Context: an optimization exercise on an open-source flow, tuned for small area and a short achievable clock period. The choices shown serve that exercise and are no tape-out recipe. No functional check of the RTL was part of any run shown here.

==> design.v <==
`timescale 1 ns / 1 ps
module AXIS_linear_regression_v1_0 #
	(
		parameter M = 8,
		parameter N = 3,
		parameter integer C_S00_AXIS_TDATA_WIDTH	= 32,
		parameter integer C_M00_AXIS_TDATA_WIDTH	= 32,
		parameter integer C_M00_AXIS_START_COUNT	= 32
	)
	(
		input wire  aclk,
		input wire  aresetn,
		output wire  s00_axis_tready,
		input wire [C_S00_AXIS_TDATA_WIDTH-1 : 0] s00_axis_tdata,
		input wire  s00_axis_tlast,
		input wire  s00_axis_tvalid,
		output wire  m00_axis_tvalid,
		output wire [C_M00_AXIS_TDATA_WIDTH-1 : 0] m00_axis_tdata,
		output wire  m00_axis_tlast,
		input wire  m00_axis_tready
	);
    reg        tready_r;
    reg  [2:0] vdly, ldly;
    reg        tvalid_r, tlast_r;
    reg  [31:0] tdata_r;
    reg  [1:0] col;         
    reg  [3:0] row;         
    reg        pending;     
    reg  [1:0] w;           
    assign s00_axis_tready = tready_r;
    assign m00_axis_tvalid = tvalid_r;
    assign m00_axis_tlast  = tlast_r;
    assign m00_axis_tdata  = tdata_r;
    wire take = s00_axis_tvalid & tready_r & ~pending;
    wire xrow = ~row[3];
    wire nz = row != 4'd0;              
    wire [15:0] bus16 = s00_axis_tdata[15:0];
    wire [15:0] enc;
    wire [7:0] encn;
    genvar g;
    generate for (g = 0; g < 8; g = g + 1) begin : be
        wire am1 = (g == 0) ? 1'b0 : bus16[2*g-1];
        wire a0 = bus16[2*g], a1 = bus16[2*g+1];
        assign enc[2*g]   = a0 ^ am1;
        assign enc[2*g+1] = (a1 & ~a0 & ~am1) | (~a1 & a0 & am1);
        assign encn[g]    = a1;
    end endgenerate
    reg [15:0] E0, E1, E2;
    reg [7:0] N0, N1, N2;
    wire ld0 = ~xrow | (col == 2'd0);
    wire ld1 = ~xrow | (col == 2'd1);
    wire ld2 = ~xrow | (col == 2'd2);
    wire flip = take & xrow & (col == 2'd3);
    reg [31:0] R0a, R0b, R0c;           
    reg [31:0] R1a, R1b;                
    reg [31:0] A22;
    reg [31:0] B0, B1, B2;              
    wire [31:0] busx = (col == 2'd3) ? s00_axis_tdata : {{16{s00_axis_tdata[15]}}, bus16};
    reg [31:0] Q0, Q1, Q2;
    reg sx0, sx1, sx2, sx3;             
    reg st;                             
    reg cR0, cB0, cR1, cB1, cR2, cB2;
    always @(posedge aclk) begin
        if (ld0) E0 <= enc;
        if (ld1) E1 <= enc;
        if (ld2) E2 <= enc;
        if (ld0 | flip) N0 <= ld0 ? encn : ~N0;
        if (ld1 | flip) N1 <= ld1 ? encn : ~N1;
        if (ld2 | flip) N2 <= ld2 ? encn : ~N2;
        Q0 <= xrow ? busx : (col == 2'd0) ? R0a : (col == 2'd1) ? R0b : R0c;
        Q1 <= xrow ? busx : (col == 2'd0) ? R0b : (col == 2'd1) ? R1a : R1b;
        Q2 <= xrow ? busx : (col == 2'd0) ? R0c : (col == 2'd1) ? R1b : A22;
        if (!aresetn) begin
            tready_r <= 1'b0;
            vdly <= 3'b0; ldly <= 3'b0;
            tvalid_r <= 1'b0; tlast_r <= 1'b0;
            col <= 2'd0; row <= 4'd0;
            pending <= 1'b0; w <= 2'd0;
            {sx0, sx1, sx2, sx3, st} <= 5'b0;
            {cR0, cB0, cR1, cB1, cR2, cB2} <= 6'b0;
        end else begin
            tready_r <= m00_axis_tready;
            vdly <= {vdly[1:0], s00_axis_tvalid};
            ldly <= {ldly[1:0], s00_axis_tlast};
            tvalid_r <= vdly[2];
            tlast_r <= ldly[2];
            sx0 <= take & xrow & (col == 2'd0);
            sx1 <= take & xrow & (col == 2'd1);
            sx2 <= take & xrow & (col == 2'd2);
            sx3 <= take & xrow & (col == 2'd3);
            st  <= take & ~xrow & (col != 2'd3);
            cR0 <= take & xrow & nz & (col != 2'd3);
            cB0 <= take & (xrow ? nz & (col == 2'd3) : (col != 2'd3));
            cR1 <= take & xrow & nz & (col == 2'd1 || col == 2'd2);
            cB1 <= take & (xrow ? nz & (col == 2'd3) : 1'b1);
            cR2 <= take & xrow & nz & (col == 2'd2);
            cB2 <= take & (xrow ? nz & col[0] : 1'b1);
            if (take) begin
                col <= col + 2'd1;
                if (col == 2'd3) row <= row + 4'd1;
                if (~xrow && col == 2'd3) pending <= 1'b1;
            end
            if (pending & m00_axis_tready) begin
                w <= (w == 2'd2) ? 2'd0 : w + 2'd1;
                if (w == 2'd2) begin
                    pending <= 1'b0;
                    row <= 4'd0;
                    col <= 2'd0;
                end
            end
        end
    end
    wire tload = pending & m00_axis_tready;
    wire [31:0] gw = (w == 2'd0) ? B0 : (w == 2'd1) ? B1 : B2;
    always @(posedge aclk)
        tdata_r <= ({32{tload & aresetn}} & gw) | ({32{~tload & aresetn}} & tdata_r);
    wire [31:0] c0 = ({32{cR0}} & R0a) | ({32{cB0}} & B0);
    wire [31:0] r0;
    mac u0 (E0, N0, Q0, c0, r0);
    wire [31:0] c1 = ({32{cR1}} & R1a) | ({32{cB1}} & B1);
    wire [31:0] r1;
    mac u1 (E1, N1, Q1, c1, r1);
    wire [31:0] c2 = ({32{cR2}} & A22) | ({32{cB2}} & B2);
    wire [31:0] r2;
    mac u2 (E2, N2, Q2, c2, r2);
    wire wa0 = sx0 | sx1 | sx2;
    wire wa1 = sx1 | sx2;
    always @(posedge aclk) begin
        if (wa0) begin
            R0a <= R0b;
            R0b <= R0c;
            R0c <= r0;
        end
        if (wa1) begin
            R1a <= R1b;
            R1b <= r1;
        end
        if (sx2) A22 <= r2;
        if (sx3 | st) begin B0 <= r0; B1 <= r1; B2 <= r2; end
    end
endmodule
module mac(input [15:0] e, input [7:0] n, input [31:0] b, input [31:0] c, output [31:0] r);
wire one0 = e[0];
wire two0 = e[1];
wire neg0 = n[0];
wire one1 = e[2];
wire two1 = e[3];
wire neg1 = n[1];
wire one2 = e[4];
wire two2 = e[5];
wire neg2 = n[2];
wire one3 = e[6];
wire two3 = e[7];
wire neg3 = n[3];
wire one4 = e[8];
wire two4 = e[9];
wire neg4 = n[4];
wire one5 = e[10];
wire two5 = e[11];
wire neg5 = n[5];
wire one6 = e[12];
wire two6 = e[13];
wire neg6 = n[6];
wire one7 = e[14];
wire two7 = e[15];
wire neg7 = n[7];
wire p0_0, p0_1; bpp2z u_p0_0(one0, two0, neg0, b[0], b[1], p0_0, p0_1);
wire p0_2, p0_3; bpp2 u_p0_2(one0, two0, neg0, b[1], b[2], b[3], p0_2, p0_3);
wire p0_4, p0_5; bpp2 u_p0_4(one0, two0, neg0, b[3], b[4], b[5], p0_4, p0_5);
wire p0_6, p0_7; bpp2 u_p0_6(one0, two0, neg0, b[5], b[6], b[7], p0_6, p0_7);
wire p0_8, p0_9; bpp2 u_p0_8(one0, two0, neg0, b[7], b[8], b[9], p0_8, p0_9);
wire p0_10, p0_11; bpp2 u_p0_10(one0, two0, neg0, b[9], b[10], b[11], p0_10, p0_11);
wire p0_12, p0_13; bpp2 u_p0_12(one0, two0, neg0, b[11], b[12], b[13], p0_12, p0_13);
wire p0_14, p0_15; bpp2 u_p0_14(one0, two0, neg0, b[13], b[14], b[15], p0_14, p0_15);
wire p0_16, p0_17; bpp2 u_p0_16(one0, two0, neg0, b[15], b[16], b[17], p0_16, p0_17);
wire p0_18, p0_19; bpp2 u_p0_18(one0, two0, neg0, b[17], b[18], b[19], p0_18, p0_19);
wire p0_20, p0_21; bpp2 u_p0_20(one0, two0, neg0, b[19], b[20], b[21], p0_20, p0_21);
wire p0_22, p0_23; bpp2 u_p0_22(one0, two0, neg0, b[21], b[22], b[23], p0_22, p0_23);
wire p0_24, p0_25; bpp2 u_p0_24(one0, two0, neg0, b[23], b[24], b[25], p0_24, p0_25);
wire p0_26, p0_27; bpp2 u_p0_26(one0, two0, neg0, b[25], b[26], b[27], p0_26, p0_27);
wire p0_28, p0_29; bpp2 u_p0_28(one0, two0, neg0, b[27], b[28], b[29], p0_28, p0_29);
wire p0_30, p0_31; bpp2 u_p0_30(one0, two0, neg0, b[29], b[30], b[31], p0_30, p0_31);
wire p1_0, p1_1; bpp2z u_p1_0(one1, two1, neg1, b[0], b[1], p1_0, p1_1);
wire p1_2, p1_3; bpp2 u_p1_2(one1, two1, neg1, b[1], b[2], b[3], p1_2, p1_3);
wire p1_4, p1_5; bpp2 u_p1_4(one1, two1, neg1, b[3], b[4], b[5], p1_4, p1_5);
wire p1_6, p1_7; bpp2 u_p1_6(one1, two1, neg1, b[5], b[6], b[7], p1_6, p1_7);
wire p1_8, p1_9; bpp2 u_p1_8(one1, two1, neg1, b[7], b[8], b[9], p1_8, p1_9);
wire p1_10, p1_11; bpp2 u_p1_10(one1, two1, neg1, b[9], b[10], b[11], p1_10, p1_11);
wire p1_12, p1_13; bpp2 u_p1_12(one1, two1, neg1, b[11], b[12], b[13], p1_12, p1_13);
wire p1_14, p1_15; bpp2 u_p1_14(one1, two1, neg1, b[13], b[14], b[15], p1_14, p1_15);
wire p1_16, p1_17; bpp2 u_p1_16(one1, two1, neg1, b[15], b[16], b[17], p1_16, p1_17);
wire p1_18, p1_19; bpp2 u_p1_18(one1, two1, neg1, b[17], b[18], b[19], p1_18, p1_19);
wire p1_20, p1_21; bpp2 u_p1_20(one1, two1, neg1, b[19], b[20], b[21], p1_20, p1_21);
wire p1_22, p1_23; bpp2 u_p1_22(one1, two1, neg1, b[21], b[22], b[23], p1_22, p1_23);
wire p1_24, p1_25; bpp2 u_p1_24(one1, two1, neg1, b[23], b[24], b[25], p1_24, p1_25);
wire p1_26, p1_27; bpp2 u_p1_26(one1, two1, neg1, b[25], b[26], b[27], p1_26, p1_27);
wire p1_28, p1_29; bpp2 u_p1_28(one1, two1, neg1, b[27], b[28], b[29], p1_28, p1_29);
wire p2_0, p2_1; bpp2z u_p2_0(one2, two2, neg2, b[0], b[1], p2_0, p2_1);
wire p2_2, p2_3; bpp2 u_p2_2(one2, two2, neg2, b[1], b[2], b[3], p2_2, p2_3);
wire p2_4, p2_5; bpp2 u_p2_4(one2, two2, neg2, b[3], b[4], b[5], p2_4, p2_5);
wire p2_6, p2_7; bpp2 u_p2_6(one2, two2, neg2, b[5], b[6], b[7], p2_6, p2_7);
wire p2_8, p2_9; bpp2 u_p2_8(one2, two2, neg2, b[7], b[8], b[9], p2_8, p2_9);
wire p2_10, p2_11; bpp2 u_p2_10(one2, two2, neg2, b[9], b[10], b[11], p2_10, p2_11);
wire p2_12, p2_13; bpp2 u_p2_12(one2, two2, neg2, b[11], b[12], b[13], p2_12, p2_13);
wire p2_14, p2_15; bpp2 u_p2_14(one2, two2, neg2, b[13], b[14], b[15], p2_14, p2_15);
wire p2_16, p2_17; bpp2 u_p2_16(one2, two2, neg2, b[15], b[16], b[17], p2_16, p2_17);
wire p2_18, p2_19; bpp2 u_p2_18(one2, two2, neg2, b[17], b[18], b[19], p2_18, p2_19);
wire p2_20, p2_21; bpp2 u_p2_20(one2, two2, neg2, b[19], b[20], b[21], p2_20, p2_21);
wire p2_22, p2_23; bpp2 u_p2_22(one2, two2, neg2, b[21], b[22], b[23], p2_22, p2_23);
wire p2_24, p2_25; bpp2 u_p2_24(one2, two2, neg2, b[23], b[24], b[25], p2_24, p2_25);
wire p2_26, p2_27; bpp2 u_p2_26(one2, two2, neg2, b[25], b[26], b[27], p2_26, p2_27);
wire p3_0, p3_1; bpp2z u_p3_0(one3, two3, neg3, b[0], b[1], p3_0, p3_1);
wire p3_2, p3_3; bpp2 u_p3_2(one3, two3, neg3, b[1], b[2], b[3], p3_2, p3_3);
wire p3_4, p3_5; bpp2 u_p3_4(one3, two3, neg3, b[3], b[4], b[5], p3_4, p3_5);
wire p3_6, p3_7; bpp2 u_p3_6(one3, two3, neg3, b[5], b[6], b[7], p3_6, p3_7);
wire p3_8, p3_9; bpp2 u_p3_8(one3, two3, neg3, b[7], b[8], b[9], p3_8, p3_9);
wire p3_10, p3_11; bpp2 u_p3_10(one3, two3, neg3, b[9], b[10], b[11], p3_10, p3_11);
wire p3_12, p3_13; bpp2 u_p3_12(one3, two3, neg3, b[11], b[12], b[13], p3_12, p3_13);
wire p3_14, p3_15; bpp2 u_p3_14(one3, two3, neg3, b[13], b[14], b[15], p3_14, p3_15);
wire p3_16, p3_17; bpp2 u_p3_16(one3, two3, neg3, b[15], b[16], b[17], p3_16, p3_17);
wire p3_18, p3_19; bpp2 u_p3_18(one3, two3, neg3, b[17], b[18], b[19], p3_18, p3_19);
wire p3_20, p3_21; bpp2 u_p3_20(one3, two3, neg3, b[19], b[20], b[21], p3_20, p3_21);
wire p3_22, p3_23; bpp2 u_p3_22(one3, two3, neg3, b[21], b[22], b[23], p3_22, p3_23);
wire p3_24, p3_25; bpp2 u_p3_24(one3, two3, neg3, b[23], b[24], b[25], p3_24, p3_25);
wire p4_0, p4_1; bpp2z u_p4_0(one4, two4, neg4, b[0], b[1], p4_0, p4_1);
wire p4_2, p4_3; bpp2 u_p4_2(one4, two4, neg4, b[1], b[2], b[3], p4_2, p4_3);
wire p4_4, p4_5; bpp2 u_p4_4(one4, two4, neg4, b[3], b[4], b[5], p4_4, p4_5);
wire p4_6, p4_7; bpp2 u_p4_6(one4, two4, neg4, b[5], b[6], b[7], p4_6, p4_7);
wire p4_8, p4_9; bpp2 u_p4_8(one4, two4, neg4, b[7], b[8], b[9], p4_8, p4_9);
wire p4_10, p4_11; bpp2 u_p4_10(one4, two4, neg4, b[9], b[10], b[11], p4_10, p4_11);
wire p4_12, p4_13; bpp2 u_p4_12(one4, two4, neg4, b[11], b[12], b[13], p4_12, p4_13);
wire p4_14, p4_15; bpp2 u_p4_14(one4, two4, neg4, b[13], b[14], b[15], p4_14, p4_15);
wire p4_16, p4_17; bpp2 u_p4_16(one4, two4, neg4, b[15], b[16], b[17], p4_16, p4_17);
wire p4_18, p4_19; bpp2 u_p4_18(one4, two4, neg4, b[17], b[18], b[19], p4_18, p4_19);
wire p4_20, p4_21; bpp2 u_p4_20(one4, two4, neg4, b[19], b[20], b[21], p4_20, p4_21);
wire p4_22, p4_23; bpp2 u_p4_22(one4, two4, neg4, b[21], b[22], b[23], p4_22, p4_23);
wire p5_0, p5_1; bpp2z u_p5_0(one5, two5, neg5, b[0], b[1], p5_0, p5_1);
wire p5_2, p5_3; bpp2 u_p5_2(one5, two5, neg5, b[1], b[2], b[3], p5_2, p5_3);
wire p5_4, p5_5; bpp2 u_p5_4(one5, two5, neg5, b[3], b[4], b[5], p5_4, p5_5);
wire p5_6, p5_7; bpp2 u_p5_6(one5, two5, neg5, b[5], b[6], b[7], p5_6, p5_7);
wire p5_8, p5_9; bpp2 u_p5_8(one5, two5, neg5, b[7], b[8], b[9], p5_8, p5_9);
wire p5_10, p5_11; bpp2 u_p5_10(one5, two5, neg5, b[9], b[10], b[11], p5_10, p5_11);
wire p5_12, p5_13; bpp2 u_p5_12(one5, two5, neg5, b[11], b[12], b[13], p5_12, p5_13);
wire p5_14, p5_15; bpp2 u_p5_14(one5, two5, neg5, b[13], b[14], b[15], p5_14, p5_15);
wire p5_16, p5_17; bpp2 u_p5_16(one5, two5, neg5, b[15], b[16], b[17], p5_16, p5_17);
wire p5_18, p5_19; bpp2 u_p5_18(one5, two5, neg5, b[17], b[18], b[19], p5_18, p5_19);
wire p5_20, p5_21; bpp2 u_p5_20(one5, two5, neg5, b[19], b[20], b[21], p5_20, p5_21);
wire p6_0, p6_1; bpp2z u_p6_0(one6, two6, neg6, b[0], b[1], p6_0, p6_1);
wire p6_2, p6_3; bpp2 u_p6_2(one6, two6, neg6, b[1], b[2], b[3], p6_2, p6_3);
wire p6_4, p6_5; bpp2 u_p6_4(one6, two6, neg6, b[3], b[4], b[5], p6_4, p6_5);
wire p6_6, p6_7; bpp2 u_p6_6(one6, two6, neg6, b[5], b[6], b[7], p6_6, p6_7);
wire p6_8, p6_9; bpp2 u_p6_8(one6, two6, neg6, b[7], b[8], b[9], p6_8, p6_9);
wire p6_10, p6_11; bpp2 u_p6_10(one6, two6, neg6, b[9], b[10], b[11], p6_10, p6_11);
wire p6_12, p6_13; bpp2 u_p6_12(one6, two6, neg6, b[11], b[12], b[13], p6_12, p6_13);
wire p6_14, p6_15; bpp2 u_p6_14(one6, two6, neg6, b[13], b[14], b[15], p6_14, p6_15);
wire p6_16, p6_17; bpp2 u_p6_16(one6, two6, neg6, b[15], b[16], b[17], p6_16, p6_17);
wire p6_18, p6_19; bpp2 u_p6_18(one6, two6, neg6, b[17], b[18], b[19], p6_18, p6_19);
wire p7_0, p7_1; bpp2z u_p7_0(one7, two7, neg7, b[0], b[1], p7_0, p7_1);
wire p7_2, p7_3; bpp2 u_p7_2(one7, two7, neg7, b[1], b[2], b[3], p7_2, p7_3);
wire p7_4, p7_5; bpp2 u_p7_4(one7, two7, neg7, b[3], b[4], b[5], p7_4, p7_5);
wire p7_6, p7_7; bpp2 u_p7_6(one7, two7, neg7, b[5], b[6], b[7], p7_6, p7_7);
wire p7_8, p7_9; bpp2 u_p7_8(one7, two7, neg7, b[7], b[8], b[9], p7_8, p7_9);
wire p7_10, p7_11; bpp2 u_p7_10(one7, two7, neg7, b[9], b[10], b[11], p7_10, p7_11);
wire p7_12, p7_13; bpp2 u_p7_12(one7, two7, neg7, b[11], b[12], b[13], p7_12, p7_13);
wire p7_14, p7_15; bpp2 u_p7_14(one7, two7, neg7, b[13], b[14], b[15], p7_14, p7_15);
wire p7_16, p7_17; bpp2 u_p7_16(one7, two7, neg7, b[15], b[16], b[17], p7_16, p7_17);
wire n1;
wire n2;
ha un2 (p0_14, p1_12, n1, n2);
wire n3;
wire n4;
ha un4 (p0_15, p1_13, n3, n4);
wire n5;
wire n6;
ha un6 (p0_16, p1_14, n5, n6);
wire n7;
wire n8;
ha un8 (p0_17, p1_15, n7, n8);
wire n9;
wire n10;
ha un10 (p0_18, p1_16, n9, n10);
wire n11;
wire n12;
ha un12 (p0_19, p1_17, n11, n12);
wire n13;
wire n14;
ha un14 (p0_20, p1_18, n13, n14);
wire n15;
wire n16;
ha un16 (p0_21, p1_19, n15, n16);
wire n17;
wire n18;
ha un18 (p0_22, p1_20, n17, n18);
wire n19;
wire n20;
ha un20 (p0_23, p1_21, n19, n20);
wire n21;
wire n22;
ha un22 (p0_24, p1_22, n21, n22);
wire n23;
wire n24;
ha un24 (p0_25, p1_23, n23, n24);
wire n25;
wire n26;
ha un26 (p0_26, p1_24, n25, n26);
wire n27;
wire n28;
ha un28 (p0_27, p1_25, n27, n28);
wire n29;
wire n30;
ha un30 (p0_28, p1_26, n29, n30);
wire n31;
wire n32;
ha un32 (p0_29, p1_27, n31, n32);
wire n33;
wire n34;
ha un34 (p0_30, p1_28, n33, n34);
wire n35;
wire n36;
ha un36 (p0_31, p1_29, n35, n36);
wire n37;
wire n38;
ha un38 (p0_8, p1_6, n37, n38);
wire n39;
wire n40;
ha un40 (p0_9, p1_7, n39, n40);
wire n41;
wire n42;
fa un42 (p0_10, p1_8, p2_6, n41, n42);
wire n43;
wire n44;
ha un44 (p3_4, p4_2, n43, n44);
wire n45;
wire n46;
fa un46 (p0_11, p1_9, p2_7, n45, n46);
wire n47;
wire n48;
ha un48 (p3_5, p4_3, n47, n48);
wire n49;
wire n50;
fa un50 (p0_12, p1_10, p2_8, n49, n50);
wire n51;
wire n52;
fa un52 (p3_6, p4_4, p5_2, n51, n52);
wire n53;
wire n54;
ha un54 (p6_0, neg6, n53, n54);
wire n55;
wire n56;
fa un56 (p0_13, p1_11, p2_9, n55, n56);
wire n57;
wire n58;
fa un58 (p3_7, p4_5, p5_3, n57, n58);
wire n59;
wire n60;
ha un60 (p6_1, c[13], n59, n60);
wire n61;
wire n62;
fa un62 (n1, p2_10, p3_8, n61, n62);
wire n63;
wire n64;
fa un64 (p4_6, p5_4, p6_2, n63, n64);
wire n65;
wire n66;
fa un66 (p7_0, neg7, c[14], n65, n66);
wire n67;
wire n68;
fa un68 (n2, n3, p2_11, n67, n68);
wire n69;
wire n70;
fa un70 (p3_9, p4_7, p5_5, n69, n70);
wire n71;
wire n72;
fa un72 (p6_3, p7_1, c[15], n71, n72);
wire n73;
wire n74;
fa un74 (n4, n5, p2_12, n73, n74);
wire n75;
wire n76;
fa un76 (p3_10, p4_8, p5_6, n75, n76);
wire n77;
wire n78;
fa un78 (p6_4, p7_2, c[16], n77, n78);
wire n79;
wire n80;
fa un80 (n6, n7, p2_13, n79, n80);
wire n81;
wire n82;
fa un82 (p3_11, p4_9, p5_7, n81, n82);
wire n83;
wire n84;
fa un84 (p6_5, p7_3, c[17], n83, n84);
wire n85;
wire n86;
fa un86 (n8, n9, p2_14, n85, n86);
wire n87;
wire n88;
fa un88 (p3_12, p4_10, p5_8, n87, n88);
wire n89;
wire n90;
fa un90 (p6_6, p7_4, c[18], n89, n90);
wire n91;
wire n92;
fa un92 (n10, n11, p2_15, n91, n92);
wire n93;
wire n94;
fa un94 (p3_13, p4_11, p5_9, n93, n94);
wire n95;
wire n96;
fa un96 (p6_7, p7_5, c[19], n95, n96);
wire n97;
wire n98;
fa un98 (n12, n13, p2_16, n97, n98);
wire n99;
wire n100;
fa un100 (p3_14, p4_12, p5_10, n99, n100);
wire n101;
wire n102;
fa un102 (p6_8, p7_6, c[20], n101, n102);
wire n103;
wire n104;
fa un104 (n14, n15, p2_17, n103, n104);
wire n105;
wire n106;
fa un106 (p3_15, p4_13, p5_11, n105, n106);
wire n107;
wire n108;
fa un108 (p6_9, p7_7, c[21], n107, n108);
wire n109;
wire n110;
fa un110 (n16, n17, p2_18, n109, n110);
wire n111;
wire n112;
fa un112 (p3_16, p4_14, p5_12, n111, n112);
wire n113;
wire n114;
fa un114 (p6_10, p7_8, c[22], n113, n114);
wire n115;
wire n116;
fa un116 (n18, n19, p2_19, n115, n116);
wire n117;
wire n118;
fa un118 (p3_17, p4_15, p5_13, n117, n118);
wire n119;
wire n120;
fa un120 (p6_11, p7_9, c[23], n119, n120);
wire n121;
wire n122;
fa un122 (n20, n21, p2_20, n121, n122);
wire n123;
wire n124;
fa un124 (p3_18, p4_16, p5_14, n123, n124);
wire n125;
wire n126;
fa un126 (p6_12, p7_10, c[24], n125, n126);
wire n127;
wire n128;
fa un128 (n22, n23, p2_21, n127, n128);
wire n129;
wire n130;
fa un130 (p3_19, p4_17, p5_15, n129, n130);
wire n131;
wire n132;
fa un132 (p6_13, p7_11, c[25], n131, n132);
wire n133;
wire n134;
fa un134 (n24, n25, p2_22, n133, n134);
wire n135;
wire n136;
fa un136 (p3_20, p4_18, p5_16, n135, n136);
wire n137;
wire n138;
fa un138 (p6_14, p7_12, c[26], n137, n138);
wire n139;
wire n140;
fa un140 (n26, n27, p2_23, n139, n140);
wire n141;
wire n142;
fa un142 (p3_21, p4_19, p5_17, n141, n142);
wire n143;
wire n144;
fa un144 (p6_15, p7_13, c[27], n143, n144);
wire n145;
wire n146;
fa un146 (n28, n29, p2_24, n145, n146);
wire n147;
wire n148;
fa un148 (p3_22, p4_20, p5_18, n147, n148);
wire n149;
wire n150;
fa un150 (p6_16, p7_14, c[28], n149, n150);
wire n151;
wire n152;
fa un152 (n30, n31, p2_25, n151, n152);
wire n153;
wire n154;
fa un154 (p3_23, p4_21, p5_19, n153, n154);
wire n155;
wire n156;
fa un156 (p6_17, p7_15, c[29], n155, n156);
wire n157;
wire n158;
fa un158 (n32, n33, p2_26, n157, n158);
wire n159;
wire n160;
fa un160 (p3_24, p4_22, p5_20, n159, n160);
wire n161;
wire n162;
fa un162 (p6_18, p7_16, c[30], n161, n162);
wire n163;
wire n164;
fa un164 (n34, n35, p2_27, n163, n164);
wire n165;
wire n166;
fa un166 (p3_25, p4_23, p5_21, n165, n166);
wire n167;
wire n168;
fa un168 (p6_19, p7_17, c[31], n167, n168);
wire n169;
wire n170;
ha un170 (p0_4, p1_2, n169, n170);
wire n171;
wire n172;
ha un172 (p0_5, p1_3, n171, n172);
wire n173;
wire n174;
fa un174 (p0_6, p1_4, p2_2, n173, n174);
wire n175;
wire n176;
ha un176 (p3_0, neg3, n175, n176);
wire n177;
wire n178;
fa un178 (p0_7, p1_5, p2_3, n177, n178);
wire n179;
wire n180;
ha un180 (p3_1, c[7], n179, n180);
wire n181;
wire n182;
fa un182 (n37, p2_4, p3_2, n181, n182);
wire n183;
wire n184;
fa un184 (p4_0, neg4, c[8], n183, n184);
wire n185;
wire n186;
fa un186 (n38, n39, p2_5, n185, n186);
wire n187;
wire n188;
fa un188 (p3_3, p4_1, c[9], n187, n188);
wire n189;
wire n190;
fa un190 (n40, n41, n43, n189, n190);
wire n191;
wire n192;
fa un192 (p5_0, neg5, c[10], n191, n192);
wire n193;
wire n194;
fa un194 (n42, n44, n45, n193, n194);
wire n195;
wire n196;
fa un196 (n47, p5_1, c[11], n195, n196);
wire n197;
wire n198;
fa un198 (n46, n48, n49, n197, n198);
wire n199;
wire n200;
fa un200 (n51, n53, c[12], n199, n200);
wire n201;
wire n202;
fa un202 (n50, n52, n54, n201, n202);
wire n203;
wire n204;
fa un204 (n55, n57, n59, n203, n204);
wire n205;
wire n206;
fa un206 (n56, n58, n60, n205, n206);
wire n207;
wire n208;
fa un208 (n61, n63, n65, n207, n208);
wire n209;
wire n210;
fa un210 (n62, n64, n66, n209, n210);
wire n211;
wire n212;
fa un212 (n67, n69, n71, n211, n212);
wire n213;
wire n214;
fa un214 (n68, n70, n72, n213, n214);
wire n215;
wire n216;
fa un216 (n73, n75, n77, n215, n216);
wire n217;
wire n218;
fa un218 (n74, n76, n78, n217, n218);
wire n219;
wire n220;
fa un220 (n79, n81, n83, n219, n220);
wire n221;
wire n222;
fa un222 (n80, n82, n84, n221, n222);
wire n223;
wire n224;
fa un224 (n85, n87, n89, n223, n224);
wire n225;
wire n226;
fa un226 (n86, n88, n90, n225, n226);
wire n227;
wire n228;
fa un228 (n91, n93, n95, n227, n228);
wire n229;
wire n230;
fa un230 (n92, n94, n96, n229, n230);
wire n231;
wire n232;
fa un232 (n97, n99, n101, n231, n232);
wire n233;
wire n234;
fa un234 (n98, n100, n102, n233, n234);
wire n235;
wire n236;
fa un236 (n103, n105, n107, n235, n236);
wire n237;
wire n238;
fa un238 (n104, n106, n108, n237, n238);
wire n239;
wire n240;
fa un240 (n109, n111, n113, n239, n240);
wire n241;
wire n242;
fa un242 (n110, n112, n114, n241, n242);
wire n243;
wire n244;
fa un244 (n115, n117, n119, n243, n244);
wire n245;
wire n246;
fa un246 (n116, n118, n120, n245, n246);
wire n247;
wire n248;
fa un248 (n121, n123, n125, n247, n248);
wire n249;
wire n250;
fa un250 (n122, n124, n126, n249, n250);
wire n251;
wire n252;
fa un252 (n127, n129, n131, n251, n252);
wire n253;
wire n254;
fa un254 (n128, n130, n132, n253, n254);
wire n255;
wire n256;
fa un256 (n133, n135, n137, n255, n256);
wire n257;
wire n258;
fa un258 (n134, n136, n138, n257, n258);
wire n259;
wire n260;
fa un260 (n139, n141, n143, n259, n260);
wire n261;
wire n262;
fa un262 (n140, n142, n144, n261, n262);
wire n263;
wire n264;
fa un264 (n145, n147, n149, n263, n264);
wire n265;
wire n266;
fa un266 (n146, n148, n150, n265, n266);
wire n267;
wire n268;
fa un268 (n151, n153, n155, n267, n268);
wire n269;
wire n270;
fa un270 (n152, n154, n156, n269, n270);
wire n271;
wire n272;
fa un272 (n157, n159, n161, n271, n272);
wire n273;
wire n274;
fa un274 (n158, n160, n162, n273, n274);
wire n275;
wire n276;
fa un276 (n163, n165, n167, n275, n276);
wire n277;
wire n278;
ha un278 (p0_2, p1_0, n277, n278);
wire n279;
wire n280;
ha un280 (p0_3, p1_1, n279, n280);
wire n281;
wire n282;
fa un282 (n169, p2_0, neg2, n281, n282);
wire n283;
wire n284;
fa un284 (n170, n171, p2_1, n283, n284);
wire n285;
wire n286;
fa un286 (n172, n173, n175, n285, n286);
wire n287;
wire n288;
fa un288 (n174, n176, n177, n287, n288);
wire n289;
wire n290;
fa un290 (n178, n180, n181, n289, n290);
wire n291;
wire n292;
fa un292 (n182, n184, n185, n291, n292);
wire n293;
wire n294;
fa un294 (n186, n188, n189, n293, n294);
wire n295;
wire n296;
fa un296 (n190, n192, n193, n295, n296);
wire n297;
wire n298;
fa un298 (n194, n196, n197, n297, n298);
wire n299;
wire n300;
fa un300 (n198, n200, n201, n299, n300);
wire n301;
wire n302;
fa un302 (n202, n204, n205, n301, n302);
wire n303;
wire n304;
fa un304 (n206, n208, n209, n303, n304);
wire n305;
wire n306;
fa un306 (n210, n212, n213, n305, n306);
wire n307;
wire n308;
fa un308 (n214, n216, n217, n307, n308);
wire n309;
wire n310;
fa un310 (n218, n220, n221, n309, n310);
wire n311;
wire n312;
fa un312 (n222, n224, n225, n311, n312);
wire n313;
wire n314;
fa un314 (n226, n228, n229, n313, n314);
wire n315;
wire n316;
fa un316 (n230, n232, n233, n315, n316);
wire n317;
wire n318;
fa un318 (n234, n236, n237, n317, n318);
wire n319;
wire n320;
fa un320 (n238, n240, n241, n319, n320);
wire n321;
wire n322;
fa un322 (n242, n244, n245, n321, n322);
wire n323;
wire n324;
fa un324 (n246, n248, n249, n323, n324);
wire n325;
wire n326;
fa un326 (n250, n252, n253, n325, n326);
wire n327;
wire n328;
fa un328 (n254, n256, n257, n327, n328);
wire n329;
wire n330;
fa un330 (n258, n260, n261, n329, n330);
wire n331;
wire n332;
fa un332 (n262, n264, n265, n331, n332);
wire n333;
wire n334;
fa un334 (n266, n268, n269, n333, n334);
wire n335;
wire n336;
fa un336 (n270, n272, n273, n335, n336);
wire n337;
wire n338;
ha un338 (p0_0, neg0, n337, n338);
wire n339;
wire n340;
ha un340 (p0_1, c[1], n339, n340);
wire n341;
wire n342;
fa un342 (n277, neg1, c[2], n341, n342);
wire n343;
wire n344;
fa un344 (n278, n279, c[3], n343, n344);
wire n345;
wire n346;
fa un346 (n280, n281, c[4], n345, n346);
wire n347;
wire n348;
fa un348 (n282, n283, c[5], n347, n348);
wire n349;
wire n350;
fa un350 (n284, n285, c[6], n349, n350);
wire n351;
wire n352;
fa un352 (n286, n287, n179, n351, n352);
wire n353;
wire n354;
fa un354 (n288, n289, n183, n353, n354);
wire n355;
wire n356;
fa un356 (n290, n291, n187, n355, n356);
wire n357;
wire n358;
fa un358 (n292, n293, n191, n357, n358);
wire n359;
wire n360;
fa un360 (n294, n295, n195, n359, n360);
wire n361;
wire n362;
fa un362 (n296, n297, n199, n361, n362);
wire n363;
wire n364;
fa un364 (n298, n299, n203, n363, n364);
wire n365;
wire n366;
fa un366 (n300, n301, n207, n365, n366);
wire n367;
wire n368;
fa un368 (n302, n303, n211, n367, n368);
wire n369;
wire n370;
fa un370 (n304, n305, n215, n369, n370);
wire n371;
wire n372;
fa un372 (n306, n307, n219, n371, n372);
wire n373;
wire n374;
fa un374 (n308, n309, n223, n373, n374);
wire n375;
wire n376;
fa un376 (n310, n311, n227, n375, n376);
wire n377;
wire n378;
fa un378 (n312, n313, n231, n377, n378);
wire n379;
wire n380;
fa un380 (n314, n315, n235, n379, n380);
wire n381;
wire n382;
fa un382 (n316, n317, n239, n381, n382);
wire n383;
wire n384;
fa un384 (n318, n319, n243, n383, n384);
wire n385;
wire n386;
fa un386 (n320, n321, n247, n385, n386);
wire n387;
wire n388;
fa un388 (n322, n323, n251, n387, n388);
wire n389;
wire n390;
fa un390 (n324, n325, n255, n389, n390);
wire n391;
wire n392;
fa un392 (n326, n327, n259, n391, n392);
wire n393;
wire n394;
fa un394 (n328, n329, n263, n393, n394);
wire n395;
wire n396;
fa un396 (n330, n331, n267, n395, n396);
wire n397;
wire n398;
fa un398 (n332, n333, n271, n397, n398);
wire n399;
wire n400;
fa un400 (n334, n335, n275, n399, n400);
wire [31:0] s0 = {n398, n396, n394, n392, n390, n388, n386, n384, n382, n380, n378, n376, n374, n372, n370, n368, n366, n364, n362, n360, n358, n356, n354, n352, n350, n348, n346, n344, n342, n340, n338, n337};
wire [31:0] s1 = {n399, n397, n395, n393, n391, n389, n387, n385, n383, n381, n379, n377, n375, n373, n371, n369, n367, n365, n363, n361, n359, n357, n355, n353, n351, n349, n347, n345, n343, n341, n339, c[0]};
add32 u_cpa(s0, s1, r);
endmodule
module fa(input a, input b, input c, output s, output co);
assign s = a ^ b ^ c;
assign co = (a & b) | (a & c) | (b & c);
endmodule
module ha(input a, input b, output s, output co);
assign s = a ^ b;
assign co = a & b;
endmodule
module bpp2(input one, input two, input neg, input bm1, input b0, input b1, output p0, output p1);
assign p0 = ((one & b0) | (two & bm1)) ^ neg;
assign p1 = ((one & b1) | (two & b0)) ^ neg;
endmodule
module bpp2z(input one, input two, input neg, input b0, input b1, output p0, output p1);
assign p0 = (one & b0) ^ neg;
assign p1 = ((one & b1) | (two & b0)) ^ neg;
endmodule
module add32(input [31:0] a, input [31:0] b, output [31:0] s);
wire q1;
wire q2;
pgc u_pg0(a[0], b[0], q1, q2);
wire q3;
wire q4;
pgc u_pg1(a[1], b[1], q3, q4);
wire q5;
wire q6;
pgc u_pg2(a[2], b[2], q5, q6);
wire q7;
wire q8;
pgc u_pg3(a[3], b[3], q7, q8);
wire q9;
wire q10;
pgc u_pg4(a[4], b[4], q9, q10);
wire q11;
wire q12;
pgc u_pg5(a[5], b[5], q11, q12);
wire q13;
wire q14;
pgc u_pg6(a[6], b[6], q13, q14);
wire q15;
wire q16;
pgc u_pg7(a[7], b[7], q15, q16);
wire q17;
wire q18;
pgc u_pg8(a[8], b[8], q17, q18);
wire q19;
wire q20;
pgc u_pg9(a[9], b[9], q19, q20);
wire q21;
wire q22;
pgc u_pg10(a[10], b[10], q21, q22);
wire q23;
wire q24;
pgc u_pg11(a[11], b[11], q23, q24);
wire q25;
wire q26;
pgc u_pg12(a[12], b[12], q25, q26);
wire q27;
wire q28;
pgc u_pg13(a[13], b[13], q27, q28);
wire q29;
wire q30;
pgc u_pg14(a[14], b[14], q29, q30);
wire q31;
wire q32;
pgc u_pg15(a[15], b[15], q31, q32);
wire q33;
wire q34;
pgc u_pg16(a[16], b[16], q33, q34);
wire q35;
wire q36;
pgc u_pg17(a[17], b[17], q35, q36);
wire q37;
wire q38;
pgc u_pg18(a[18], b[18], q37, q38);
wire q39;
wire q40;
pgc u_pg19(a[19], b[19], q39, q40);
wire q41;
wire q42;
pgc u_pg20(a[20], b[20], q41, q42);
wire q43;
wire q44;
pgc u_pg21(a[21], b[21], q43, q44);
wire q45;
wire q46;
pgc u_pg22(a[22], b[22], q45, q46);
wire q47;
wire q48;
pgc u_pg23(a[23], b[23], q47, q48);
wire q49;
wire q50;
pgc u_pg24(a[24], b[24], q49, q50);
wire q51;
wire q52;
pgc u_pg25(a[25], b[25], q51, q52);
wire q53;
wire q54;
pgc u_pg26(a[26], b[26], q53, q54);
wire q55;
wire q56;
pgc u_pg27(a[27], b[27], q55, q56);
wire q57;
wire q58;
pgc u_pg28(a[28], b[28], q57, q58);
wire q59;
wire q60;
pgc u_pg29(a[29], b[29], q59, q60);
wire q61;
wire q62;
pgc u_pg30(a[30], b[30], q61, q62);
wire q63;
wire q64;
pgc u_pg31(a[31], b[31], q63, q64);
wire q65;
gray u_g65(q3, q4, q1, q65);
wire q66;
wire q67;
dot u_d67(q7, q8, q5, q6, q66, q67);
wire q68;
wire q69;
dot u_d69(q11, q12, q9, q10, q68, q69);
wire q70;
wire q71;
dot u_d71(q15, q16, q13, q14, q70, q71);
wire q72;
wire q73;
dot u_d73(q19, q20, q17, q18, q72, q73);
wire q74;
wire q75;
dot u_d75(q23, q24, q21, q22, q74, q75);
wire q76;
wire q77;
dot u_d77(q27, q28, q25, q26, q76, q77);
wire q78;
wire q79;
dot u_d79(q31, q32, q29, q30, q78, q79);
wire q80;
wire q81;
dot u_d81(q35, q36, q33, q34, q80, q81);
wire q82;
wire q83;
dot u_d83(q39, q40, q37, q38, q82, q83);
wire q84;
wire q85;
dot u_d85(q43, q44, q41, q42, q84, q85);
wire q86;
wire q87;
dot u_d87(q47, q48, q45, q46, q86, q87);
wire q88;
wire q89;
dot u_d89(q51, q52, q49, q50, q88, q89);
wire q90;
wire q91;
dot u_d91(q55, q56, q53, q54, q90, q91);
wire q92;
wire q93;
dot u_d93(q59, q60, q57, q58, q92, q93);
wire q94;
wire q95;
dot u_d95(q63, q64, q61, q62, q94, q95);
wire q96;
gray u_g96(q66, q67, q65, q96);
wire q97;
wire q98;
dot u_d98(q68, q69, q66, q67, q97, q98);
wire q99;
wire q100;
dot u_d100(q70, q71, q68, q69, q99, q100);
wire q101;
wire q102;
dot u_d102(q72, q73, q70, q71, q101, q102);
wire q103;
wire q104;
dot u_d104(q74, q75, q72, q73, q103, q104);
wire q105;
wire q106;
dot u_d106(q76, q77, q74, q75, q105, q106);
wire q107;
wire q108;
dot u_d108(q78, q79, q76, q77, q107, q108);
wire q109;
wire q110;
dot u_d110(q80, q81, q78, q79, q109, q110);
wire q111;
wire q112;
dot u_d112(q82, q83, q80, q81, q111, q112);
wire q113;
wire q114;
dot u_d114(q84, q85, q82, q83, q113, q114);
wire q115;
wire q116;
dot u_d116(q86, q87, q84, q85, q115, q116);
wire q117;
wire q118;
dot u_d118(q88, q89, q86, q87, q117, q118);
wire q119;
wire q120;
dot u_d120(q90, q91, q88, q89, q119, q120);
wire q121;
wire q122;
dot u_d122(q92, q93, q90, q91, q121, q122);
wire q123;
wire q124;
dot u_d124(q94, q95, q92, q93, q123, q124);
wire q125;
gray u_g125(q97, q98, q65, q125);
wire q126;
gray u_g126(q99, q100, q96, q126);
wire q127;
wire q128;
dot u_d128(q101, q102, q97, q98, q127, q128);
wire q129;
wire q130;
dot u_d130(q103, q104, q99, q100, q129, q130);
wire q131;
wire q132;
dot u_d132(q105, q106, q101, q102, q131, q132);
wire q133;
wire q134;
dot u_d134(q107, q108, q103, q104, q133, q134);
wire q135;
wire q136;
dot u_d136(q109, q110, q105, q106, q135, q136);
wire q137;
wire q138;
dot u_d138(q111, q112, q107, q108, q137, q138);
wire q139;
wire q140;
dot u_d140(q113, q114, q109, q110, q139, q140);
wire q141;
wire q142;
dot u_d142(q115, q116, q111, q112, q141, q142);
wire q143;
wire q144;
dot u_d144(q117, q118, q113, q114, q143, q144);
wire q145;
wire q146;
dot u_d146(q119, q120, q115, q116, q145, q146);
wire q147;
wire q148;
dot u_d148(q121, q122, q117, q118, q147, q148);
wire q149;
wire q150;
dot u_d150(q123, q124, q119, q120, q149, q150);
wire q151;
gray u_g151(q127, q128, q65, q151);
wire q152;
gray u_g152(q129, q130, q96, q152);
wire q153;
gray u_g153(q131, q132, q125, q153);
wire q154;
gray u_g154(q133, q134, q126, q154);
wire q155;
wire q156;
dot u_d156(q135, q136, q127, q128, q155, q156);
wire q157;
wire q158;
dot u_d158(q137, q138, q129, q130, q157, q158);
wire q159;
wire q160;
dot u_d160(q139, q140, q131, q132, q159, q160);
wire q161;
wire q162;
dot u_d162(q141, q142, q133, q134, q161, q162);
wire q163;
wire q164;
dot u_d164(q143, q144, q135, q136, q163, q164);
wire q165;
wire q166;
dot u_d166(q145, q146, q137, q138, q165, q166);
wire q167;
wire q168;
dot u_d168(q147, q148, q139, q140, q167, q168);
wire q169;
wire q170;
dot u_d170(q149, q150, q141, q142, q169, q170);
wire q171;
gray u_g171(q155, q156, q65, q171);
wire q172;
gray u_g172(q157, q158, q96, q172);
wire q173;
gray u_g173(q159, q160, q125, q173);
wire q174;
gray u_g174(q161, q162, q126, q174);
wire q175;
gray u_g175(q163, q164, q151, q175);
wire q176;
gray u_g176(q165, q166, q152, q176);
wire q177;
gray u_g177(q167, q168, q153, q177);
wire q178;
gray u_g178(q169, q170, q154, q178);
wire q179;
gray u_g179(q5, q6, q65, q179);
wire q180;
gray u_g180(q9, q10, q96, q180);
wire q181;
gray u_g181(q13, q14, q125, q181);
wire q182;
gray u_g182(q17, q18, q126, q182);
wire q183;
gray u_g183(q21, q22, q151, q183);
wire q184;
gray u_g184(q25, q26, q152, q184);
wire q185;
gray u_g185(q29, q30, q153, q185);
wire q186;
gray u_g186(q33, q34, q154, q186);
wire q187;
gray u_g187(q37, q38, q171, q187);
wire q188;
gray u_g188(q41, q42, q172, q188);
wire q189;
gray u_g189(q45, q46, q173, q189);
wire q190;
gray u_g190(q49, q50, q174, q190);
wire q191;
gray u_g191(q53, q54, q175, q191);
wire q192;
gray u_g192(q57, q58, q176, q192);
wire q193;
gray u_g193(q61, q62, q177, q193);
assign s[0] = q2;
xr u_x1(q4, q1, s[1]);
xr u_x2(q6, q65, s[2]);
xr u_x3(q8, q179, s[3]);
xr u_x4(q10, q96, s[4]);
xr u_x5(q12, q180, s[5]);
xr u_x6(q14, q125, s[6]);
xr u_x7(q16, q181, s[7]);
xr u_x8(q18, q126, s[8]);
xr u_x9(q20, q182, s[9]);
xr u_x10(q22, q151, s[10]);
xr u_x11(q24, q183, s[11]);
xr u_x12(q26, q152, s[12]);
xr u_x13(q28, q184, s[13]);
xr u_x14(q30, q153, s[14]);
xr u_x15(q32, q185, s[15]);
xr u_x16(q34, q154, s[16]);
xr u_x17(q36, q186, s[17]);
xr u_x18(q38, q171, s[18]);
xr u_x19(q40, q187, s[19]);
xr u_x20(q42, q172, s[20]);
xr u_x21(q44, q188, s[21]);
xr u_x22(q46, q173, s[22]);
xr u_x23(q48, q189, s[23]);
xr u_x24(q50, q174, s[24]);
xr u_x25(q52, q190, s[25]);
xr u_x26(q54, q175, s[26]);
xr u_x27(q56, q191, s[27]);
xr u_x28(q58, q176, s[28]);
xr u_x29(q60, q192, s[29]);
xr u_x30(q62, q177, s[30]);
xr u_x31(q64, q193, s[31]);
endmodule
module pgc(input a, input b, output g, output p);
assign g = a & b;
assign p = a ^ b;
endmodule
module dot(input g1, input p1, input g0, input p0, output g, output p);
assign g = g1 | (p1 & g0);
assign p = p1 & p0;
endmodule
module gray(input g1, input p1, input g0, output g);
assign g = g1 | (p1 & g0);
endmodule
module xr(input a, input b, output y);
assign y = a ^ b;
endmodule
==> flow/run.sh <==
#!/bin/bash
# The standard layout, with the port buffers made from buf_4 instead of the default cell,
# and the resizer's timing repair aiming at 16.5 ns of setup slack
set -euo pipefail
bash standard.sh finish 'BUFFER_PORTS_ARGS=-buffer_cell sky130_fd_sc_hd__buf_4' SETUP_SLACK_MARGIN=16.5 > standard.log 2>&1
==> standard.sh <==
#!/bin/bash
# synth_recipe.tcl (not shown) runs the flow's synth.tcl, then flattens the netlist and writes it again
# the make line also repeats each setting of config.mk as NAME=value (left out here)
make -C /OpenROAD-flow-scripts/flow DESIGN_CONFIG=/design/flow/config.mk WORK_HOME=/design/flow/orfs CLKGATE_MAP_FILE= SYNTH_SCRIPT=/design/flow/synth_recipe.tcl "${@:-finish}"
==> config.mk <==
export PLATFORM = sky130hd
export DESIGN_NAME = AXIS_linear_regression_v1_0
export DESIGN_NICKNAME = AXIS_linear_regression_v1_0
export VERILOG_FILES = /design/flow/design.v
export SDC_FILE = /design/flow/constraint.sdc
export NUM_CORES = 8
export LEC_CHECK = 0
export CAP_MARGIN = 20
export CORE_MARGIN = 2
export CORE_UTILIZATION = 40
export SLEW_MARGIN = 20
export SYNTH_HIERARCHICAL = 1
export SYNTH_MINIMUM_KEEP_SIZE = 0
==> constraint.sdc <==
create_clock -name core_clock -period 22.0 [get_ports {aclk}]
set_input_delay 4.4000 -clock core_clock [delete_from_list [all_inputs] [get_ports {aclk}]]
set_output_delay 4.4000 -clock core_clock [all_outputs]
set_load 0.01 [all_outputs]
==> flow_summary.html, run 1 <==
<table>
<tr><th>Metric</th><th>Value</th></tr>
<tr><th colspan="2">Worst setup path</th></tr>
<tr><td>Worst-path cell with the longest stage delay</td><td>sky130_fd_sc_hd__dfxtp_4</td></tr>
<tr><td>Capture point of the worst path</td><td>m00_axis_tdata[2]</td></tr>
<tr><td>Flop2flop setup slack</td><td>between 15 and 20 ns</td></tr>
<tr><td>Required time of the worst setup path</td><td>around 18 ns</td></tr>
<tr><td>Startpoint of the worst register-to-register path</td><td>Q1[7]</td></tr>
<tr><td>Maximum net fanout on the critical path</td><td>2</td></tr>
<tr><td>Depth of the worst register-to-register path</td><td>14</td></tr>
<tr><td>CP Depth</td><td>1</td></tr>
<tr><td>Setup crit end kind</td><td>output port</td></tr>
<tr><td>Kind of critical path</td><td>reg -&gt; out</td></tr>
<tr><td>Launching instance or port of the critical path</td><td>tdata_r[2]</td></tr>
<tr><td>Highest cell delay on the worst timing path</td><td>0.40 ns</td></tr>
<tr><td>Crit Reg-Reg Endpoint</td><td>R1b[31]</td></tr>
<tr><td>Critical path, cell by cell</td><td>buf_6</td></tr>
<tr><td>Element type at the critical path start</td><td>flop</td></tr>
<tr><td>Critical path's top delay family</td><td>flip-flops</td></tr>
<tr><td>Buffering stage count on the worst path with inverters included</td><td>1</td></tr>
<tr><td>Arrival time reported for the critical path endpoint</td><td>between 1 and 1.5 ns</td></tr>
<tr><th colspan="2">Clock network</th></tr>
<tr><td>Hold buffer count at CTS</td><td>0</td></tr>
<tr><td>H-tree depth reported by CTS</td><td>2</td></tr>
<tr><td>Maximum number of buffers from clock root to sink</td><td>3</td></tr>
<tr><td>Insertion delay to the later sink of the worst-skew pair</td><td>0.66 ns</td></tr>
<tr><td>TritonCTS clock tree</td><td>done</td></tr>
<tr><td>Number of buffers inserted during clock tree synthesis</td><td>54</td></tr>
<tr><td>CTS root buffer</td><td>sky130_fd_sc_hd__clkbuf_16</td></tr>
<tr><td>TritonCTS sink count</td><td>517</td></tr>
<tr><td>Clock slew at the register clock pins of the worst setup and hold paths</td><td>0.07 ns</td></tr>
<tr><th colspan="2">Finish</th></tr>
<tr><td>Share of the core filled with cells</td><td>about 45%</td></tr>
<tr><td>Post-route cell area</td><td>about 51000 um^2</td></tr>
<tr><td>Fin nets</td><td>4648</td></tr>
<tr><td>Area Overhead vs Synth</td><td>11.36%</td></tr>
<tr><td>Layout cell share with drive strength beyond 1</td><td>~10%</td></tr>
<tr><th colspan="2">Global routing</th></tr>
<tr><td>Residual overflow from global routing</td><td>0</td></tr>
<tr><td>Number of antenna violations at the first check in global routing</td><td>5</td></tr>
<tr><td>Global-route wire length before repair</td><td>242.2 mm</td></tr>
<tr><td>Pin count of the biggest net entering global routing</td><td>89</td></tr>
<tr><td>Vias in the first global route</td><td>34.34k</td></tr>
<tr><td>GRT Util Overall</td><td>28.05%</td></tr>
<tr><th colspan="2">Detailed routing</th></tr>
<tr><td>Detailed-route via count</td><td>~34k</td></tr>
<tr><td>Wire length per cell after detailed routing</td><td>around 30 um</td></tr>
<tr><td>Vias/cell</td><td>approximately 6.3</td></tr>
<tr><td>Wire length after detailed routing</td><td>about 170 mm</td></tr>
<tr><td>Iteration count of the initial detailed-routing pass</td><td>6</td></tr>
<tr><td>Antenna-violating nets left</td><td>0</td></tr>
<tr><td>First DRT Iteration DRCs</td><td>4696</td></tr>
<tr><td>Count of unresolved DRC violations after routing</td><td>0</td></tr>
<tr><th colspan="2">STA</th></tr>
<tr><td>Final number of hold-violating endpoints</td><td>0</td></tr>
<tr><td>Final critical path time including I/O delays and setup</td><td>between 5 and 6 ns</td></tr>
<tr><td>Worst-case setup margin in the final layout</td><td>about 16 ns</td></tr>
<tr><td>Number of slew-limit violations in the final report</td><td>0</td></tr>
<tr><td>Worst Skew</td><td>0.05021 ns</td></tr>
<tr><td>Normalized max-slew margin</td><td>just under 30%</td></tr>
<tr><td>Measured slew at the worst slew-check pin</td><td>approximately 1.1 ns</td></tr>
<tr><td>Fin crit share</td><td>about a quarter</td></tr>
<tr><td>Fmax achieved</td><td>between 150 and 200 MHz</td></tr>
<tr><td>Number of failing setup endpoints in the final timing report</td><td>0</td></tr>
<tr><td>Post-route setup TNS</td><td>0 ns</td></tr>
<tr><td>Setup repair after global routing missed its margin</td><td>yes</td></tr>
<tr><th colspan="2">Yosys</th></tr>
<tr><td>Proportion of synthesized flip-flops having asynchronous set or reset</td><td>0%</td></tr>
<tr><td>Cell with the most instances after synthesis</td><td>sky130_fd_sc_hd__xnor2_1</td></tr>
<tr><td>Number of instances in the synthesized netlist</td><td>roughly 3.8k</td></tr>
<tr><td>Nets in the synthesized netlist</td><td>roughly 4.5k</td></tr>
<tr><td>Top cells by area in the synthesized netlist</td><td>sky130_fd_sc_hd__edfxtp_1 (24%), sky130_fd_sc_hd__fa_1 (22%), sky130_fd_sc_hd__xnor2_1 (12%)</td></tr>
<tr><td>Sequential cell area fraction in the yosys report</td><td>between 30% and 40%</td></tr>
<tr><td>Post-Syn Area per Cell</td><td>between 10 and 15 um^2</td></tr>
<tr><td>Number of synthesized register bits</td><td>just over 500</td></tr>
<tr><td>Primary FF master, synth</td><td>sky130_fd_sc_hd__edfxtp_1</td></tr>
<tr><td>Ys Warns</td><td>7</td></tr>
<tr><td>Number of synthesized flops with an enable pin</td><td>360</td></tr>
<tr><td>Fraction of synthesized cell area taken by the top area cell type</td><td>around a quarter</td></tr>
<tr><td>Area leader, netlist</td><td>sky130_fd_sc_hd__edfxtp_1</td></tr>
<tr><td>Count of different cell masters after synthesis</td><td>50</td></tr>
<tr><td>Top cell types by occurrence after synthesis</td><td>sky130_fd_sc_hd__xnor2_1 (602), sky130_fd_sc_hd__a22oi_1 (552), sky130_fd_sc_hd__fa_1 (504), sky130_fd_sc_hd__edfxtp_1 (360), sky130_fd_sc_hd__a21o_1 (273)</td></tr>
<tr><td>Post-synthesis cell area</td><td>around 45000 um^2</td></tr>
<tr><th colspan="2">Floorplan</th></tr>
<tr><td>I/O pins</td><td>between 70 and 80</td></tr>
<tr><td>Number of core rows</td><td>123</td></tr>
<tr><td>Standard cell core area</td><td>~110000 um^2</td></tr>
<tr><td>Starting density of the core</td><td>40.35%</td></tr>
<tr><td>Full die area</td><td>116200 um^2</td></tr>
<tr><td>Die width</td><td>~340 um</td></tr>
<tr><td>DIE HEIGHT</td><td>roughly 340 um</td></tr>
<tr><th colspan="2">Placement</th></tr>
<tr><td>Detailed Place HPWL</td><td>119.9 mm</td></tr>
<tr><td>Area after detailed placement</td><td>around 48000 um^2</td></tr>
<tr><td>Post-place setup slack</td><td>between 15 and 20 ns</td></tr>
<tr><td>Count of input and output buffers</td><td>71</td></tr>
<tr><td>Global placer's final weighted congestion</td><td>about 0.97</td></tr>
<tr><th colspan="2">Hold path</th></tr>
<tr><td>Hold/Removal Path Class</td><td>reg -&gt; reg</td></tr>
<tr><th colspan="2">Job</th></tr>
<tr><td>Total of max-cap violations</td><td>0</td></tr>
<tr><th colspan="2">Outcome</th></tr>
<tr><td>Status</td><td>complete, no violations</td></tr>
</table>
==> sequential cells by signal (all words and copies together) (netlist names), 8 cells and up <==
| signal | cells |
|---|---|
| E0 | 16 |
| B0 | 32 |
| R0c | 32 |
| E2 | 16 |
| Q1 | 32 |
| E1 | 16 |
| N1 | 8 |
| B2 | 32 |
| N0 | 8 |
| R0a | 32 |
| R1b | 32 |
| Q0 | 32 |
| R0b | 32 |
| tdata_r | 32 |
| A22 | 32 |
| Q2 | 32 |
| N2 | 8 |
| R1a | 32 |
| B1 | 32 |
==> stage by stage <==
| stage | hold WS (ns) | std cells |
|---|---|---|
| floorplan | 0.4119 | 3768 |
| global placement | 0.4155 | 5335 |
| detailed placement | 0.4241 | 5337 |
| CTS | 0.4382 | 5443 |
| global route | 0.4510 | 5455 |
| finish | 0.4335 | 5456 |
==> modules after synthesis (local to each module, per instance), excerpt <==
module                       cells  cell area, um^2  flip-flops and latches
AXIS_linear_regression_v1_0   1416            19750                     517
add32                            1            7.507                       0
dot                              2            13.76                       0
fa                               1            20.02                       0
xr                               1            8.758                       0
ha                               1            12.51                       0
bpp2z                            4            33.78                       0
pgc                              1            12.51                       0
gray                             1            7.507                       0
bpp2                             4            32.53                       0
==> layer usage <==
metal  global-route usage, %  share of wire, %  vias up
met5                       0             0.040        -
met4                   10.85               4.5        8
met3                   6.785                11      286
met2                   41.88                44     2092
met1                   39.30                41    17650
li1                        -                 -    14270
==> cells in the final DEF (no fill, tap or decap), drive strengths merged, types with 2 or more instances in the layout <==
cell | Yosys | routed
or2b | 2 | 2
inv | 7 | 10
buf | 55 | 197
a211oi | 48 | 48
clkinvlp | 0 | 2
nand2 | 130 | 130
a21oi | 22 | 22
o2bb2ai | 31 | 31
nor2 | 18 | 18
and2 | 148 | 148
nor2b | 49 | 49
a221oi | 31 | 31
clkinv | 0 | 14
nand2b | 21 | 21
nand3 | 2 | 2
a21o | 273 | 273
xor2 | 100 | 100
clkbuf | 57 | 78
ha | 198 | 198
or2 | 5 | 5
xnor2 | 602 | 602
and3 | 2 | 2
or3 | 4 | 4
edfxtp | 360 | 360
bufinv | 0 | 5
o21ai | 209 | 209
fa | 504 | 504
mux2i | 51 | 51
nand4b | 2 | 2
a22oi | 576 | 576
nand3b | 2 | 2
a22o | 96 | 96
dfxtp | 157 | 157
==> worst register-to-register path: cells and delay by family, from the launching register on <==
family          cells  cell delay [ns]
simple gates        3             0.64
compound gates      4             0.91
flops               1             0.83
fa+ha+maj           5             2.28
xor+xnor            2             0.44
==> final cells by class <==
class	instances	area, um^2
Antenna cell	1	2.502
Tap cell	1500	1877
Multi-Input combinational cell	3132	30890
Fill cell	10310	61940
Clock buffer	78	1574
Inverter	7	26.28
Clock inverter	24	336.6
Sequential cell	517	14100
Timing Repair Buffer	197	1750
==> logic make-up after synthesis <==
group | count (synthesis) | synth area share [%]
AO/OA/AOI/OAI | 1289 | 21.00
adder cells (fa/ha/maj) | 702 | 27.68
AND/OR/NAND/NOR | 388 | 4.608
XOR/XNOR | 702 | 13.54
multiplexers | 51 | 1.124
flip-flops | 517 | 30.74
buffers and inverters | 119 | 1.304
==> worst min-delay path by stage <==
| stage | startpoint | end | slack (ns) | cells past startpoint |
|---|---|---|---|---|
| 4_1_cts | ldly[0] | ldly[1] | 0.44 | 1 |
| 6_report | ldly[0] | ldly[1] | 0.43 | 1 |
| 2_1_floorplan | ldly[0] | ldly[1] | 0.41 | 1 |
| 3_3_place_gp | ldly[0] | ldly[1] | 0.42 | 1 |
| 5_1_grt | ldly[0] | ldly[1] | 0.45 | 1 |
| 3_5_place_dp | ldly[0] | ldly[1] | 0.42 | 1 |
==> repair_timing <==
action,in CTS,in global routing
resized for setup,98,32
setup endpoints to repair,71,101
buffers inserted,4,12
==> run 2: changes to the inputs <==
==> flow/run.sh (replaced) <==
#!/bin/bash
# The standard layout, with the port buffers made from buf_4 instead of the default cell,
# and the resizer's timing repair aiming at 16.3 ns of setup slack
set -euo pipefail
bash standard.sh finish 'BUFFER_PORTS_ARGS=-buffer_cell sky130_fd_sc_hd__buf_4' SETUP_SLACK_MARGIN=16.3 > standard.log 2>&1
==> run 2 against run 1 <==
  * Register-to-register slack worse by 0.20 ns
  * Cell area is 0.83% lower
  * Critical path depth is the same
  * Highest routed layer unchanged
  * Sequential cell count did not move
  * Via count shrank 0.43%
  * Largest cell class unchanged
  * Sequential share of layout area barely moved
==> flow_summary.html, run 2 <==
<table>
<tr><th>Metric</th><th>Value</th></tr>
<tr><th colspan="2">Yosys</th></tr>
<tr><td>Simple logic cell fraction of the synthesized area</td><td>4.608% (unchanged)</td></tr>
<tr><td>Share of cell area taken by muxes after synthesis</td><td>1.124% (unchanged)</td></tr>
<tr><td>Primary FF master, synth</td><td>sky130_fd_sc_hd__edfxtp_1</td></tr>
<tr><td>Top cell types by occurrence after synthesis</td><td>sky130_fd_sc_hd__xnor2_1 (602), sky130_fd_sc_hd__a22oi_1 (552), sky130_fd_sc_hd__fa_1 (504), sky130_fd_sc_hd__edfxtp_1 (360), sky130_fd_sc_hd__a21o_1 (273)</td></tr>
<tr><th colspan="2">Global routing</th></tr>
<tr><td>Residual overflow from global routing</td><td>0 (unchanged)</td></tr>
<tr><td>GRT Util Overall</td><td>27.95% (-0.10 points)</td></tr>
<tr><td>Met3 Use GR</td><td>6.662% (-0.12 points)</td></tr>
<tr><td>Pin count of the biggest net entering global routing</td><td>89 (unchanged)</td></tr>
<tr><th colspan="2">STA</th></tr>
<tr><td>Final number of hold-violating endpoints</td><td>0 (unchanged)</td></tr>
<tr><td>Setup repair after global routing missed its margin</td><td>no</td></tr>
<tr><td>Worst Skew</td><td>0.04894 ns (-0.001279 ns)</td></tr>
<tr><th colspan="2">Detailed routing</th></tr>
<tr><td>First DRT Iteration DRCs</td><td>5130 (+9.2%)</td></tr>
<tr><td>Detailed-route via count</td><td>34.16k (-0.43%)</td></tr>
<tr><td>Antenna-violating nets left</td><td>0 (unchanged)</td></tr>
<tr><td>Vias/cell</td><td>6.271 (-0.29%)</td></tr>
<tr><td>Iteration count of the initial detailed-routing pass</td><td>8 (+2)</td></tr>
<tr><th colspan="2">Placement</th></tr>
<tr><td>Detailed Place HPWL</td><td>119.9 mm (unchanged)</td></tr>
<tr><th colspan="2">Clock network</th></tr>
<tr><td>Maximum number of buffers from clock root to sink</td><td>3 (unchanged)</td></tr>
<tr><td>TritonCTS sink count</td><td>517 (unchanged)</td></tr>
<tr><td>Insertion delay to the later sink of the worst-skew pair</td><td>0.66 ns (about the same)</td></tr>
<tr><td>H-tree depth reported by CTS</td><td>2 (unchanged)</td></tr>
<tr><th colspan="2">Worst setup path</th></tr>
<tr><td>Critical path's top delay family</td><td>flip-flops</td></tr>
<tr><td>Kind of critical path</td><td>reg -&gt; out</td></tr>
<tr><td>Critical path, cell by cell</td><td>buf_4</td></tr>
<tr><td>Required time of the worst setup path</td><td>17.60 ns (about the same)</td></tr>
<tr><td>Buffering stage count on the worst path with inverters included</td><td>1 (unchanged)</td></tr>
<tr><td>Setup crit end kind</td><td>output port</td></tr>
<tr><th colspan="2">Finish</th></tr>
<tr><td>Fill cell count</td><td>10.36k (+0.51%)</td></tr>
<tr><td>Layout cell share with drive strength beyond 1</td><td>8.563% (-1.3 points)</td></tr>
<tr><td>Most common library cell in the layout ignoring fill and taps</td><td>sky130_fd_sc_hd__xnor2_1</td></tr>
<tr><td>Leading cell types in the layout, fill and taps excluded</td><td>sky130_fd_sc_hd__xnor2_1 (602), sky130_fd_sc_hd__a22oi_1 (552), sky130_fd_sc_hd__fa_1 (504), sky130_fd_sc_hd__edfxtp_1 (360), sky130_fd_sc_hd__a21o_1 (273)</td></tr>
<tr><th colspan="2">Outcome</th></tr>
<tr><td>Status</td><td>complete, no violations</td></tr>
<tr><th colspan="2">Hold path</th></tr>
<tr><td>Hold/Removal Path Class</td><td>reg -&gt; reg</td></tr>
</table>
run 2: cell counts after synthesis:
No cell type changed its count.
run 2: kinds of logic (layout without fill, tap and decap cells):
family | Yosys count | in the layout
buffers and inverters | 119 | 298
other | 0 | 1
muxes | 51 | 51
AOI/OAI and AO/OA | 1289 | 1289
DFF | 517 | 517
adders and majority gates | 702 | 702
and+or+nand+nor | 388 | 388
xor gates and xnor gates | 702 | 702
run 2: what timing repair did:
action                                  4_1_cts  5_1_grt
gates resized for setup                       7        9
setup buffers                                 0        7
endpoints found under the setup margin        7       36
pin swaps                                     0        0
run 2: Yosys stat by module, one instance, submodules excluded, excerpt:
| module | cell area, um^2 | cells inside | flip-flops and latches |
|---|---|---|---|
| AXIS_linear_regression_v1_0 | 19750 | 1416 | 517 |
| bpp2z | 33.78 | 4 | 0 |
| bpp2 | 32.53 | 4 | 0 |
| fa | 20.02 | 1 | 0 |
| dot | 13.76 | 2 | 0 |
| ha | 12.51 | 1 | 0 |
| pgc | 12.51 | 1 | 0 |
| xr | 8.758 | 1 | 0 |
| add32 | 7.507 | 1 | 0 |
| gray | 7.507 | 1 | 0 |
run 2: worst paths after layout:
path               startpoint                 end  slack (ns)  depth (start not counted)
setup / recovery  tdata_r[22]  m00_axis_tdata[22]       16.31                          1
hold / removal        ldly[0]             ldly[1]        0.43                          1
setup reg to reg       Q0[12]              B0[25]       16.43                         15
hold reg to reg       ldly[0]             ldly[1]        0.43                          1
run 2: per-layer routing:
layer / share of wire [%] / vias to the layer above
met5: 0.018 / -
met4: 4.6 / 4
met3: 11 / 296
met2: 43 / 2093
met1: 41 / 17510
li1: - / 14260
run 2: layout make-up:
type                       instances  area [um^2]  area share, %
tap                             1500         1877          3.743
clock buffer                      78         1574          3.139
timing repair buffer             189         1460          2.912
antenna                            1        2.502       0.004991
clock inverter                    24        336.6         0.6713
inverter                           7        26.28        0.05241
sequential                       517        13980          27.88
multi-input combinational       3132        30880          61.60
run 2: through the flow:
step | cell area [um^2] | setup WS [ns] | utilization, % | hold WS [ns] | std cells
finish | 50140 | 16.31 | 44.57 | 0.4336 | 5448
global route | 50130 | 16.30 | 44.56 | 0.4510 | 5447
CTS | 50040 | 16.30 | 44.48 | 0.4382 | 5439
detailed placement | 48120 | 16.11 | 42.77 | 0.4241 | 5337
global placement | 48090 | 16.11 | 42.75 | 0.4155 | 5335
floorplan | 45400 | 16.59 | - | 0.4119 | 3768

-- static timing again, ports no longer ideal --
The results above use ideal ports. As a check the final layouts listed here were re-extracted and re-timed, cells and wires unchanged. Step 1 sets driving cells, clkbuf_16 on the clock port and buf_2 on the other inputs (assumed; they add their load-dependent delay and slew). Step 2 adds t to the input delays and takes it off the output delays; t is the mean of the earliest and latest rising clock arrival at the registers after step 1. Input paths then give back, and output paths get back, about the clock's delay inside the block. Slacks: ideal / step 1 / step 2; pairs: ideal / step 1.
| run | t (ns) | setup slack, ns | slew at the worst register clock pin (ns) | worst data-port slew with drivers (ns) |
|---|---|---|---|---|
| run 1 | 0.708 | 16.428 / 16.357 / 16.057 | 0.08 / 0.08 | 0.07 |
| run 2 | 0.712 | 16.308 / 16.236 / 16.092 | 0.08 / 0.08 | 0.07 |
After both steps setup and hold are still met in every run listed. For run 1, which loses most, drivers alone change the setup slack by -0.071 ns; drivers and shift together by -0.371 ns.
